Background: an optimization exercise with open tools, aiming at small area, a short achievable clock period and few clock cycles. Do not read the settings as production practice.
RTL that was checked went through simulation tests only; none was proved equivalent to the original.

==> flow/design.v <==
`timescale 1ns / 1ps
module top_module(ans,sign,overflow,car,done,a,b,con,start,clk,rst);
    input [7:0] a;
    input [7:0] b;
    input [2:0] con;
    input start;
    input clk;
    input rst;
    output sign;
    output reg car,overflow,done;
    output [15:0] ans;
    function [10:0] add10;
        input [9:0] x;
        input [9:0] y;
        input       ci;
        reg   [9:0] g, p, gg, pp, gn, pn;
        integer k, l;
        begin
            g = x & y;
            p = x ^ y;
            g[0] = g[0] | (p[0] & ci);
            gg = g;
            pp = p;
            for (l = 1; l < 16; l = l * 2) begin
                gn = gg;
                pn = pp;
                for (k = 0; k < 10; k = k + 1)
                    if ((k / l) % 2 == 1) begin
                        gn[k] = gg[k] | (pp[k] & gg[(k / l) * l - 1]);
                        pn[k] = pp[k] & pp[(k / l) * l - 1];
                    end
                gg = gn;
                pp = pn;
            end
            add10 = {gg[9], p ^ {gg[8:0], ci}};
        end
    endfunction
    reg [15:0] R;       
    reg [7:0]  X;       
    reg [9:0]  Z;       
    reg [2:0]  cnt;     
    reg        c_neg;   
    reg        sa;      
    reg        mbusy, dbusy;
    reg        mflag;   
    assign ans = R;
    assign sign = mflag ? R[15] : R[7];
    wire idle = ~mbusy & ~dbusy;
    wire is_add = (con == 3'b000);
    wire is_sub = (con == 3'b001);
    wire is_mul = (con == 3'b010);
    wire is_div = (con == 3'b011);
    wire is_and = (con == 3'b100);
    wire is_or  = (con == 3'b101);
    wire is_not = (con == 3'b110);
    wire is_xor = (con == 3'b111);
    wire arith  = is_add | is_sub;
    wire [7:0]  bx  = b ^ {8{is_sub}};
    wire [9:0]  ain = is_mul ? {{2{a[7]}}, a} : {2'b00, a};
    wire [9:0]  bin = is_mul ? {a[7], a, 1'b0} : {2'b00, bx};
    wire [10:0] sumc = add10(ain, bin, is_sub);
    wire [9:0]  sum = sumc[9:0];
    wire        ov  = (a[7] == bx[7]) && (sum[7] != a[7]);
    function [7:0] mthermo;
        input [7:0] x;
        integer k;
        begin
            for (k = 0; k < 8; k = k + 1)
                mthermo[k] = x[7] ? ~((&((x >> k) | (8'hff << (8 - k)))) & (|(x << (8 - k))))
                                  : |(x >> k);
        end
    endfunction
    wire [7:0] ta = mthermo(a);
    wire [7:0] tb = mthermo(b);
    wire       qzero = |(tb & ~ta);
    wire       bzero = (b == 8'd0);
    function [2:0] t2b;
        input [7:0] t;
        begin
            t2b[0] = (t[0] & ~t[1]) | (t[2] & ~t[3]) | (t[4] & ~t[5]) | (t[6] & ~t[7]);
            t2b[1] = (t[1] & ~t[3]) | (t[5] & ~t[7]);
            t2b[2] = t[3] & ~t[7];
        end
    endfunction
    wire [2:0] la = t2b(ta);
    wire [2:0] lb = t2b(tb);
    wire [2:0] sh = la - lb;
    wire       dsign = a[7] ^ b[7];    
    wire       dfill = ~dsign;
    wire [7:0] bq  = b ^ {8{dfill}};
    wire [8:0] d1  = sh[0] ? {bq, dfill} : {bq[7], bq};
    wire [8:0] d2  = sh[1] ? {d1[6:0], {2{dfill}}} : d1;
    wire [8:0] dal = sh[2] ? {d2[4:0], {4{dfill}}} : d2;
    wire [7:0] dz_lo = a[7] ? ((a == 8'h80) ? 8'h02 : 8'h01) : 8'hff;
    wire [9:0] a1  = {{2{a[7]}}, a};
    wire [9:0] a2  = {a[7], a, 1'b0};
    wire [9:0] m0  = b[1] ? (b[0] ? sum : a2) : (b[0] ? a1 : 10'd0);
    wire [7:0] cap_lo = ({8{arith}}  & sum[7:0])
                      | ({8{is_and}} & (a & b))
                      | ({8{is_or}}  & (a | b))
                      | ({8{is_not}} & ~b)
                      | ({8{is_xor}} & (a ^ b))
                      | ({8{is_mul}} & {m0[1:0], b[7:2]})
                      | ({8{is_div & bzero}} & dz_lo);
    wire [7:0] cap_hi = ({8{is_div}} & a) | ({8{is_mul}} & m0[9:2]);
    function [9:0] booth;
        input [7:0] m;
        input [2:0] d;
        reg one, two;
        begin
            one = d[1] ^ d[0];
            two = (d[2] & ~d[1] & ~d[0]) | (~d[2] & d[1] & d[0]);
            booth = (({10{one}} & {{2{m[7]}}, m}) | ({10{two}} & {m[7], m, 1'b0}))
                  ^ {10{d[2]}};
        end
    endfunction
    wire [9:0] p    = {{2{R[15]}}, R[15:8]};
    wire [10:0] yc  = add10(p, Z, c_neg);
    wire [9:0] y    = yc[9:0];
    wire       yz   = c_neg ? (&(p ^ Z)) : ((p ^ Z) == {p[8:0] | Z[8:0], 1'b0});
    wire       qb   = sa ? (y[9] | yz) : ~y[9];
    reg  [7:0] qm1;
    reg        nz;
    integer    i;
    always @* begin
        nz = 1'b0;
        for (i = 0; i < 8; i = i + 1) begin
            qm1[i] = R[i] ^ ~nz;
            nz = nz | R[i];
        end
    end
    wire [7:0] qn   = qb ? {(c_neg ? R[6:0] : qm1[6:0]), 1'b1} : {R[6:0], 1'b0};
    wire [7:0] rn   = qb ? y[7:0] : R[15:8];
    wire [7:0] xn   = idle ? a : X;
    wire [2:0] dn   = idle ? {b[3:2], 1'b0} : R[3:1];
    wire [9:0] zmul = booth(xn, dn);
    wire [15:0] mulv = {y, R[7:2]};
    wire [15:0] divv = {rn, qn};
    wire        last = (cnt == 3'd0);
    always @(posedge clk) begin
        R <= ({16{mbusy}} & mulv) | ({16{dbusy}} & divv) | ({16{idle}} & {cap_hi, cap_lo});
        if (idle)
            mflag <= is_mul;
        car <= idle & arith & sum[8];
        overflow <= idle & arith & ov;
        cnt <= idle ? (is_mul ? 3'd2 : sh[2:0]) : cnt - 3'd1;
        X <= xn;
        if (dbusy) begin
            Z <= {Z[9], Z[9:1]};
        end else if (mbusy | is_mul) begin
            Z <= zmul;
            c_neg <= dn[2];
        end else begin
            Z <= {dal[8], dal};
            c_neg <= ~dsign;
        end
        if (idle)
            sa <= a[7];
        done <= ~rst & ((idle & start & ~is_mul & ~(is_div & ~bzero & ~qzero))
                        | (~idle & last));
        if (rst) begin
            mbusy <= 1'b0;
            dbusy <= 1'b0;
        end else if (idle) begin
            mbusy <= start & is_mul;
            dbusy <= start & is_div & ~bzero & ~qzero;
        end else if (last) begin
            mbusy <= 1'b0;
            dbusy <= 1'b0;
        end
    end
endmodule
==> flow/config.mk <==
export PLATFORM = sky130hd
export DESIGN_NAME = top_module
export DESIGN_NICKNAME = top_module
export VERILOG_FILES = /design/flow/design.v
export SDC_FILE = /design/flow/constraint.sdc
export NUM_CORES = 4
export LEC_CHECK = 0
export ABC_AREA = 1
export CAP_MARGIN = 20
export CORE_MARGIN = 2
export CORE_UTILIZATION = 50
export PLACE_DENSITY = 0.75
export SETUP_SLACK_MARGIN = 2.0
export SLEW_MARGIN = 20
==> flow/constraint.sdc <==
create_clock -name core_clock -period 5.0 [get_ports {clk}]
set_input_delay 1.0000 -clock core_clock [delete_from_list [all_inputs] [get_ports {clk}]]
set_output_delay 1.0000 -clock core_clock [all_outputs]
set_load 0.01 [all_outputs]
standard.sh (not shown) runs the stock make flow with config.mk's settings and CLKGATE_MAP_FILE= SYNTH_SCRIPT=/design/flow/synth_recipe.tcl, a recipe that flattens the netlist after the stock synthesis.
==> flow/flow/run.sh <==
#!/bin/bash
# Standard layout, with fast input/output buffers, sizing not tied to the cell
# footprint, and adders left to ABC (no full/half-adder cell extraction).
set -euo pipefail
bash standard.sh MATCH_CELL_FOOTPRINT=0 "BUFFER_PORTS_ARGS=-buffer_cell sky130_fd_sc_hd__buf_2" ADDER_MAP_FILE= finish > standard_flow.log 2>&1
Testbench counts at the start, summed over its fixed seeds: cycles 4,866.
Rerun with:
--- a/flow/design.v
+++ b/flow/design.v
@@ -115,11 +115,11 @@
         end
     endfunction
     wire [9:0] p    = {{2{R[15]}}, R[15:8]};
     wire [10:0] yc  = add10(p, Z, c_neg);
     wire [9:0] y    = yc[9:0];
-    wire       yz   = c_neg ? (&(p ^ Z)) : ((p ^ Z) == {p[8:0] | Z[8:0], 1'b0});
+    wire       yz   = (y == 10'd0);
     wire       qb   = sa ? (y[9] | yz) : ~y[9];
     reg  [7:0] qm1;
     reg        nz;
     integer    i;
     always @* begin
Routed wire length falls by 6.1%.
Cell area fell by 2.5%.
Global-route usage came out lower by 0.55 points.
Fmax went down by 3.6%.
Critical path depth went down by 8.
Core utilization came out higher by 1.1 points.
Flip-flop and latch count is unchanged.
Non-clock buffer count climbs by 4.
Die area came out lower by 3.3%.
Via count came out lower by 3.8%.
Only the layout flow was run in the second run of this note; the RTL was not checked for function there.

what the ideal ports hide:
In the flow no input, the clock included, has a driving cell. The finished layouts below were timed again as built, in two steps. Step 1: set_driving_cell puts a clkbuf_16 on clk and a buf_2 on each other input, an assumption about the parent block. Step 2 moves the port delays by t, midway between the first and last clock arrival at a register: inputs arrive t later, outputs are due t later. That takes back most of the time a late clock gives input paths. Three values: ideal ports, drivers, drivers and shift; two values: the first two.
| run | shift t [ns] | setup slack, ns | hold WS [ns] | worst setup path at the end | cell pins on the clock port's net |
|---|---|---|---|---|---|
| the first run | 0.338 | 2.187 / 2.196 / 1.858 | 0.487 / 0.487 / 0.487 | input to register | 1 |
| the second run | 0.335 | 2.081 / 2.094 / 1.759 | 0.485 / 0.485 / 0.485 | input to register | 1 |
After both steps setup and hold are still met in every run listed. For the first run, which loses most, drivers alone change the setup slack by +0.009 ns; drivers and shift together by -0.329 ns.
